What follows belongs to an exercise in optimizing a design on an open flow for small area and a short achievable clock period; a production flow would make more cautious choices.
RTL that was checked went through simulation tests only; none was proved equivalent to the original.
Power is estimated from default activity; no workload was simulated.

== rev 12 ==
==> flow/design.v <==
module cpu8(clk,rst,IR,Data_in,PC,MW_out,Address,Data_out,R0d,R1d,R2d,R3d,R4d,R5d,R6d,R7d);
input clk,rst;
input [15:0] IR;
input [7:0] Data_in;
output [7:0] PC;
output MW_out;
output [7:0] Address,Data_out,R0d,R1d,R2d,R3d,R4d,R5d,R6d,R7d;
reg [7:0] PC;
reg [7:0] R0d,R1d,R2d,R3d,R4d,R5d,R6d,R7d;
wire [2:0] DA = IR[8:6];
wire [2:0] AA = IR[5:3];
wire [2:0] BA = IR[2:0];
wire MB = IR[15];
wire MD = IR[13];
wire RW = ~IR[14];
wire MW = IR[14] & ~IR[15];
wire PL = IR[14] & IR[15];
wire JB = IR[13];
wire BC = IR[9];
wire [3:0] FS = {IR[12:10], ~PL & IR[9]};
reg [7:0] A, Bd;
always @(*) begin
	case (AA)
	3'd0: A = R0d; 3'd1: A = R1d; 3'd2: A = R2d; 3'd3: A = R3d;
	3'd4: A = R4d; 3'd5: A = R5d; 3'd6: A = R6d; default: A = R7d;
	endcase
	case (BA)
	3'd0: Bd = R0d; 3'd1: Bd = R1d; 3'd2: Bd = R2d; 3'd3: Bd = R3d;
	3'd4: Bd = R4d; 3'd5: Bd = R5d; 3'd6: Bd = R6d; default: Bd = R7d;
	endcase
end
wire [7:0] B = MB ? {5'b00000, IR[2:0]} : Bd;
wire [7:0] X = FS[2] ? (FS[1] ? 8'hFF : ~B) : (FS[1] ? B : 8'h00);
wire [8:0] S9 = {A, 1'b1} + {X, FS[0]};
wire [7:0] S = S9[8:1];
reg [7:0] L;
always @(*) begin
	case (FS[2:0])
	3'd0: L = A & B;
	3'd1: L = A | B;
	3'd2: L = A ^ B;
	3'd3: L = ~A;
	3'd4: L = B;
	3'd5: L = {1'b0, B[7:1]};
	3'd6: L = {B[6:0], 1'b0};
	default: L = 8'h00;
	endcase
end
wire [7:0] G = FS[3] ? L : S;
wire [7:0] BusD = MD ? Data_in : G;
wire WE = RW & ~rst;
always @(posedge clk) begin
	if (WE && DA == 3'd0) R0d <= BusD;
	if (WE && DA == 3'd1) R1d <= BusD;
	if (WE && DA == 3'd2) R2d <= BusD;
	if (WE && DA == 3'd3) R3d <= BusD;
	if (WE && DA == 3'd4) R4d <= BusD;
	if (WE && DA == 3'd5) R5d <= BusD;
	if (WE && DA == 3'd6) R6d <= BusD;
	if (WE && DA == 3'd7) R7d <= BusD;
end
assign MW_out = MW & ~rst;
assign Address = A;
assign Data_out = B;
wire [2:0] f = IR[12:10];
wire [2:0] K = IR[2:0];
wire hz = ~|A[7:3];
wire h1 = (A[7:3] == 5'b00001);
wire ho = &A[7:3];
wire t0 = ~|A[6:3];
wire t1 = &A[6:3];
wire [3:0] lp = {1'b0, A[2:0]} + {1'b0, K};
wire Zp = (lp[2:0] == 3'd0) & (lp[3] ? ho : hz);
wire Np = A[7] ^ (lp[3] & t1);
wire [2:0] Km = f[0] ? 3'd0 : K;
wire [3:0] lm = {1'b0, A[2:0]} + {1'b0, ~Km};
wire Zm = (lm[2:0] == 3'd0) & (lm[3] ? hz : h1);
wire Nm = A[7] ^ (~lm[3] & t0);
reg Zb, Nb;
always @(*) begin
	case (f)
	3'd0: begin Zb = hz & (A[2:0] == 3'd0); Nb = A[7]; end
	3'd1: begin Zb = Zp; Nb = Np; end
	3'd2, 3'd3: begin Zb = Zm; Nb = Nm; end
	3'd4: begin Zb = ((A[2:0] & K) == 3'd0); Nb = 1'b0; end
	3'd5: begin Zb = hz & (A[2:0] == K); Nb = A[7]; end
	default: begin Zb = (K == 3'd0); Nb = 1'b0; end
	endcase
end
wire jump = PL & JB;
wire branch = PL & ~JB & (BC ? Nb : Zb);
wire [7:0] ic;
assign ic[0] = 1'b1;
genvar gi;
generate for (gi = 1; gi < 8; gi = gi + 1) begin : inc
	assign ic[gi] = ic[gi-1] & PC[gi-1];
end endgenerate
wire [7:0] PC_inc = PC ^ ic;
wire [7:0] PC_br = PC + {2'b00, IR[8:6], IR[2:0]};
always @(posedge clk) begin
	if (rst) PC <= 8'd0;
	else if (jump) PC <= A;
	else if (branch) PC <= PC_br;
	else PC <= PC_inc;
end
endmodule
export LEC_CHECK = 0
export CAP_MARGIN = 20
export CORE_MARGIN = 2
export CORE_UTILIZATION = 40
export SETUP_SLACK_MARGIN = 2.5
export SLEW_MARGIN = 20
create_clock -name core_clock -period 7.0 [get_ports {clk}]
standard.sh (not shown) runs the stock make flow with config.mk's settings and CLKGATE_MAP_FILE= SYNTH_SCRIPT=/design/flow/synth_recipe.tcl, a recipe that flattens the netlist after the stock synthesis.
==> flow/flow/run.sh <==
#!/bin/bash
set -o pipefail
export BUFFER_PORTS_ARGS="-buffer_cell sky130_fd_sc_hd__buf_2"
bash standard.sh finish > standard.log 2>&1
Rev 12 has completed all stages; timing, DRC and antenna checks passed.
Input changes introduced in rev 13 (baseline for comparison: rev 12):
==> flow/design.v <==
module cpu8(clk,rst,IR,Data_in,PC,MW_out,Address,Data_out,R0d,R1d,R2d,R3d,R4d,R5d,R6d,R7d);
input clk,rst;
input [15:0] IR;
input [7:0] Data_in;
output [7:0] PC;
output MW_out;
output [7:0] Address,Data_out,R0d,R1d,R2d,R3d,R4d,R5d,R6d,R7d;
reg [7:0] PC;
reg [7:0] R0d,R1d,R2d,R3d,R4d,R5d,R6d,R7d;
wire [2:0] DA = IR[8:6];
wire [2:0] AA = IR[5:3];
wire [2:0] BA = IR[2:0];
wire MB = IR[15];
wire MD = IR[13];
wire RW = ~IR[14];
wire MW = IR[14] & ~IR[15];
wire PL = IR[14] & IR[15];
wire JB = IR[13];
wire BC = IR[9];
wire [3:0] FS = {IR[12:10], ~PL & IR[9]};
reg [7:0] A, Bd;
always @(*) begin
	case (AA)
	3'd0: A = R0d; 3'd1: A = R1d; 3'd2: A = R2d; 3'd3: A = R3d;
	3'd4: A = R4d; 3'd5: A = R5d; 3'd6: A = R6d; default: A = R7d;
	endcase
	case (BA)
	3'd0: Bd = R0d; 3'd1: Bd = R1d; 3'd2: Bd = R2d; 3'd3: Bd = R3d;
	3'd4: Bd = R4d; 3'd5: Bd = R5d; 3'd6: Bd = R6d; default: Bd = R7d;
	endcase
end
wire [7:0] B = MB ? {5'b00000, IR[2:0]} : Bd;
wire [7:0] X = FS[2] ? (FS[1] ? 8'hFF : ~B) : (FS[1] ? B : 8'h00);
wire [8:0] S9 = {A, 1'b1} + {X, FS[0]};
wire [7:0] S = S9[8:1];
reg [3:0] tt;
always @(*) begin
	case (FS[1:0])
	2'd0: tt = 4'b1000;    
	2'd1: tt = 4'b1110;    
	2'd2: tt = 4'b0110;    
	default: tt = 4'b0011;  
	endcase
end
wire [7:0] Bs = FS[1] ? (FS[0] ? 8'h00 : {B[6:0], 1'b0}) : (FS[0] ? {1'b0, B[7:1]} : B);
wire [7:0] L;
genvar gl;
generate for (gl = 0; gl < 8; gl = gl + 1) begin : lu
	assign L[gl] = FS[2] ? Bs[gl] : tt[{A[gl], B[gl]}];
end endgenerate
wire [7:0] G = FS[3] ? L : S;
wire [7:0] BusD = MD ? Data_in : G;
wire WE = RW & ~rst;
always @(posedge clk) begin
	if (WE && DA == 3'd0) R0d <= BusD;
	if (WE && DA == 3'd1) R1d <= BusD;
	if (WE && DA == 3'd2) R2d <= BusD;
	if (WE && DA == 3'd3) R3d <= BusD;
	if (WE && DA == 3'd4) R4d <= BusD;
	if (WE && DA == 3'd5) R5d <= BusD;
	if (WE && DA == 3'd6) R6d <= BusD;
	if (WE && DA == 3'd7) R7d <= BusD;
end
assign MW_out = MW & ~rst;
assign Address = A;
assign Data_out = B;
wire [2:0] f = IR[12:10];
wire [2:0] K = IR[2:0];
wire hz = ~|A[7:3];
wire h1 = (A[7:3] == 5'b00001);
wire ho = &A[7:3];
wire t0 = ~|A[6:3];
wire t1 = &A[6:3];
wire [3:0] lp = {1'b0, A[2:0]} + {1'b0, K};
wire Zp = (lp[2:0] == 3'd0) & (lp[3] ? ho : hz);
wire Np = A[7] ^ (lp[3] & t1);
wire [2:0] Km = f[0] ? 3'd0 : K;
wire [3:0] lm = {1'b0, A[2:0]} + {1'b0, ~Km};
wire Zm = (lm[2:0] == 3'd0) & (lm[3] ? hz : h1);
wire Nm = A[7] ^ (~lm[3] & t0);
reg Zb, Nb;
always @(*) begin
	case (f)
	3'd0: begin Zb = hz & (A[2:0] == 3'd0); Nb = A[7]; end
	3'd1: begin Zb = Zp; Nb = Np; end
	3'd2, 3'd3: begin Zb = Zm; Nb = Nm; end
	3'd4: begin Zb = ((A[2:0] & K) == 3'd0); Nb = 1'b0; end
	3'd5: begin Zb = hz & (A[2:0] == K); Nb = A[7]; end
	default: begin Zb = (K == 3'd0); Nb = 1'b0; end
	endcase
end
wire jump = PL & JB;
wire branch = PL & ~JB & (BC ? Nb : Zb);
wire [7:0] ic;
assign ic[0] = 1'b1;
genvar gi;
generate for (gi = 1; gi < 8; gi = gi + 1) begin : inc
	assign ic[gi] = ic[gi-1] & PC[gi-1];
end endgenerate
wire [7:0] PC_inc = PC ^ ic;
wire [7:0] PC_br = PC + {2'b00, IR[8:6], IR[2:0]};
wire sj = ~rst & jump;
wire sb = ~rst & branch;
wire si = ~rst & ~jump & ~branch;
always @(posedge clk)
	PC <= ({8{sj}} & A) | ({8{sb}} & PC_br) | ({8{si}} & PC_inc);
endmodule
Share of synthesized cell area in full adder, half adder and majority cells: rev 13 < rev 12. Measured against rev 12, the synthesized cell count of rev 13 comes out at 0.895 times the reference value. Maximum buffer depth of the clock tree came out exactly the same in rev 13 and rev 12. Diff rev 13 and rev 12: arrival time of data at the critical path endpoint lower in rev 12. Clock buffer count up 2 in rev 13 wrt rev 12. Rev 12 -> rev 13: number of nets in the finished design decreased by a few percent. Measured against each other, rev 13 and rev 12 differ in register share of the cell area, the higher figure coming from rev 12.
Function not checked in rev 13: the RTL went through the layout flow alone.

========
cpu8, a different RTL version from the one above (not shown whole).
Size: roughly 750 cells after synthesis, about 72 flip-flops, ~120 I/O pins.
==> module cpu8, before the edit <==
module cpu8(clk,rst,IR,Data_in,PC,MW_out,Address,Data_out,R0d,R1d,R2d,R3d,R4d,R5d,R6d,R7d);
input clk,rst;
input [15:0] IR;
input [7:0] Data_in;
output [7:0] PC;
output MW_out;
output [7:0] Address,Data_out,R0d,R1d,R2d,R3d,R4d,R5d,R6d,R7d;
reg [7:0] PC;
reg [7:0] R0d,R1d,R2d,R3d,R4d,R5d,R6d,R7d;
wire [2:0] DA = IR[8:6];
wire [2:0] AA = IR[5:3];
wire [2:0] BA = IR[2:0];
wire MB = IR[15];
wire MD = IR[13];
wire RW = ~IR[14];
wire MW = IR[14] & ~IR[15];
wire PL = IR[14] & IR[15];
wire JB = IR[13];
wire BC = IR[9];
wire [3:0] FS = {IR[12:10], ~PL & IR[9]};
reg [7:0] A, Bd;
always @(*) begin
	case (AA)
	3'd0: A = R0d; 3'd1: A = R1d; 3'd2: A = R2d; 3'd3: A = R3d;
	3'd4: A = R4d; 3'd5: A = R5d; 3'd6: A = R6d; default: A = R7d;
	endcase
	case (BA)
	3'd0: Bd = R0d; 3'd1: Bd = R1d; 3'd2: Bd = R2d; 3'd3: Bd = R3d;
	3'd4: Bd = R4d; 3'd5: Bd = R5d; 3'd6: Bd = R6d; default: Bd = R7d;
	endcase
end
wire [7:0] B = MB ? {5'b00000, IR[2:0]} : Bd;
wire [7:0] X = FS[2] ? (FS[1] ? 8'hFF : ~B) : (FS[1] ? B : 8'h00);
wire [8:0] S9 = {A, 1'b1} + {X, FS[0]};
wire [7:0] S = S9[8:1];
reg [7:0] L;
always @(*) begin
	case (FS[2:0])
	3'd0: L = A & B;
	3'd1: L = A | B;
	3'd2: L = A ^ B;
	3'd3: L = ~A;
	3'd4: L = B;
	3'd5: L = {1'b0, B[7:1]};
	3'd6: L = {B[6:0], 1'b0};
	default: L = 8'h00;
	endcase
end
wire [7:0] G = FS[3] ? L : S;
wire [7:0] BusD = MD ? Data_in : G;
wire WE = RW & ~rst;
always @(posedge clk) begin
	if (WE && DA == 3'd0) R0d <= BusD;
	if (WE && DA == 3'd1) R1d <= BusD;
	if (WE && DA == 3'd2) R2d <= BusD;
	if (WE && DA == 3'd3) R3d <= BusD;
	if (WE && DA == 3'd4) R4d <= BusD;
	if (WE && DA == 3'd5) R5d <= BusD;
	if (WE && DA == 3'd6) R6d <= BusD;
	if (WE && DA == 3'd7) R7d <= BusD;
end
assign MW_out = MW & ~rst;
assign Address = A;
assign Data_out = B;
wire Zb = ~|G;
wire Nb = G[7];
wire jump = PL & JB;
wire branch = PL & ~JB & (BC ? Nb : Zb);
wire [7:0] ic;
assign ic[0] = 1'b1;
genvar gi;
generate for (gi = 1; gi < 8; gi = gi + 1) begin : inc
	assign ic[gi] = ic[gi-1] & PC[gi-1];
end endgenerate
wire [7:0] PC_inc = PC ^ ic;
wire [7:0] PC_br = PC + {2'b00, IR[8:6], IR[2:0]};
wire sj = ~rst & jump;
wire sb = ~rst & branch;
wire si = ~rst & ~jump & ~branch;
always @(posedge clk)
	PC <= ({8{sj}} & A) | ({8{sb}} & PC_br) | ({8{si}} & PC_inc);
endmodule
clock: 7.0 ns
lec_check: 0
abc_area: 1
cap_margin: 20
core_margin: 2
core_utilization: 40
setup_slack_margin: 2.75
slew_margin: 20
==> flow/flow/run.sh <==
#!/bin/bash
# Layout flow: the standard ORFS flow (standard.sh) with these changes:
#  - synthesis leaves adders to ABC (no half/full adder cell extraction), so
#    the carry logic is mapped for delay together with the rest; registers
#    are the same as in the standard synthesis
#  - plain buffers (not delay cells) on the ports; the smallest one on ports
#    driven straight by registers (R0d..R7d, PC)
#  - a clock tree of clkbuf_8 without dummy loads
#  - timing repair by resizing and pin swaps only (no buffer insertion)
# Every tool's output is in the ORFS logs under orfs/logs; make's in standard.log.
set -o pipefail
export ADDER_MAP_FILE=
export BUFFER_PORTS_ARGS="-buffer_cell sky130_fd_sc_hd__buf_2"
export POST_GLOBAL_PLACE_TCL=$(pwd)/flow/small_out_bufs.tcl
export SETUP_MOVE_SEQUENCE="unbuffer,sizeup,swap"
export CTS_ARGS="-sink_clustering_enable -repair_clock_nets -dont_use_dummy_load -buf_list sky130_fd_sc_hd__clkbuf_8"
bash standard.sh finish > standard.log 2>&1
==> flow/flow/small_out_bufs.tcl <==
# Ports fed straight from registers (R0d..R7d, PC) are not timing-critical:
# give them the smallest buffer instead of the one buffer_ports used.
set db [ord::get_db]
set block [ord::get_db_block]
set small [$db findMaster sky130_fd_sc_hd__buf_1]
set n 0
foreach bt [$block getBTerms] {
  if {![regexp {^(R[0-7]d|PC)\[} [$bt getName]]} { continue }
  set net [$bt getNet]
  if {$net eq "NULL"} { continue }
  foreach it [$net getITerms] {
    if {[$it isOutputSignal]} {
      set inst [$it getInst]
      if {[[$inst getMaster] getName] eq "sky130_fd_sc_hd__buf_2"} { $inst swapMaster $small; incr n }
    }
  }
}
puts "small_out_bufs: $n output buffers resized to buf_1"
Then changed:
--- a/flow/design.v
+++ b/flow/design.v
@@ -34,17 +34,19 @@
 wire [8:0] S9 = {A, 1'b1} + {X, FS[0]};
 wire [7:0] S = S9[8:1];
-reg [7:0] L;
+reg [3:0] tt;
 always @(*) begin
-	case (FS[2:0])
-	3'd0: L = A & B;
-	3'd1: L = A | B;
-	3'd2: L = A ^ B;
-	3'd3: L = ~A;
-	3'd4: L = B;
-	3'd5: L = {1'b0, B[7:1]};
-	3'd6: L = {B[6:0], 1'b0};
-	default: L = 8'h00;
+	case (FS[1:0])
+	2'd0: tt = 4'b1000;    
+	2'd1: tt = 4'b1110;    
+	2'd2: tt = 4'b0110;    
+	default: tt = 4'b0011;  
 	endcase
 end
+wire [7:0] Bs = FS[1] ? (FS[0] ? 8'h00 : {B[6:0], 1'b0}) : (FS[0] ? {1'b0, B[7:1]} : B);
+wire [7:0] L;
+genvar gl;
+generate for (gl = 0; gl < 8; gl = gl + 1) begin : lu
+	assign L[gl] = FS[2] ? Bs[gl] : tt[{A[gl], B[gl]}];
+end endgenerate
 wire [7:0] G = FS[3] ? L : S;
 wire [7:0] BusD = MD ? Data_in : G;
Routed wire length decreases by 1.7%.
Critical path depth decreases by 2.
Utilization increases by 0.69 points.
Sequential share of layout area increases by 0.88 points.
Hold slack gets better by 0.0043 ns.
Setup slack gets better by 0.020 ns.
Clock power increases by about 2%.
Area after synthesis decreases by 3.5%.
For the first run of this note, only the layout was checked, not whether the RTL still works.

re-timing with driven ports:
How much do the figures lean on ideal ports? The routed layouts below were timed once more, with nothing changed but the port constraints.
Step 1 (the two cells are an assumption about what drives the block):
set clk [get_ports {clk}]
set_driving_cell -lib_cell sky130_fd_sc_hd__clkbuf_16 $clk
set_driving_cell -lib_cell sky130_fd_sc_hd__buf_2 [delete_from_list [all_inputs] $clk]
Step 2 adds t to the input delays and takes it off the output delays; t is the mean of the earliest and latest rising clock arrival at the registers after step 1. Input paths then give back, and output paths get back, about the clock's delay inside the block.
Three values: ideal, step 1, step 2; two values: the first two.
run | t, ns | slack for setup (ns) | worst setup path after step 2 | worst data-port slew with drivers (ns)
rev 12 | 0.386 | 2.595 / 2.415 / 2.063 | input to register | 0.20
rev 13 | 0.381 | 2.405 / 2.298 / 1.917 | input to register | 0.24
the first run of note 2 | 0.396 | 2.773 / 2.752 / 2.577 | input to register | 0.06
the second run of note 2 | 0.389 | 2.794 / 2.763 / 2.581 | input to register | 0.04
After both steps setup and hold are still met in every run listed. The setup slack of rev 12, which loses most, moves by -0.180 ns with the drivers and by -0.532 ns with both steps.
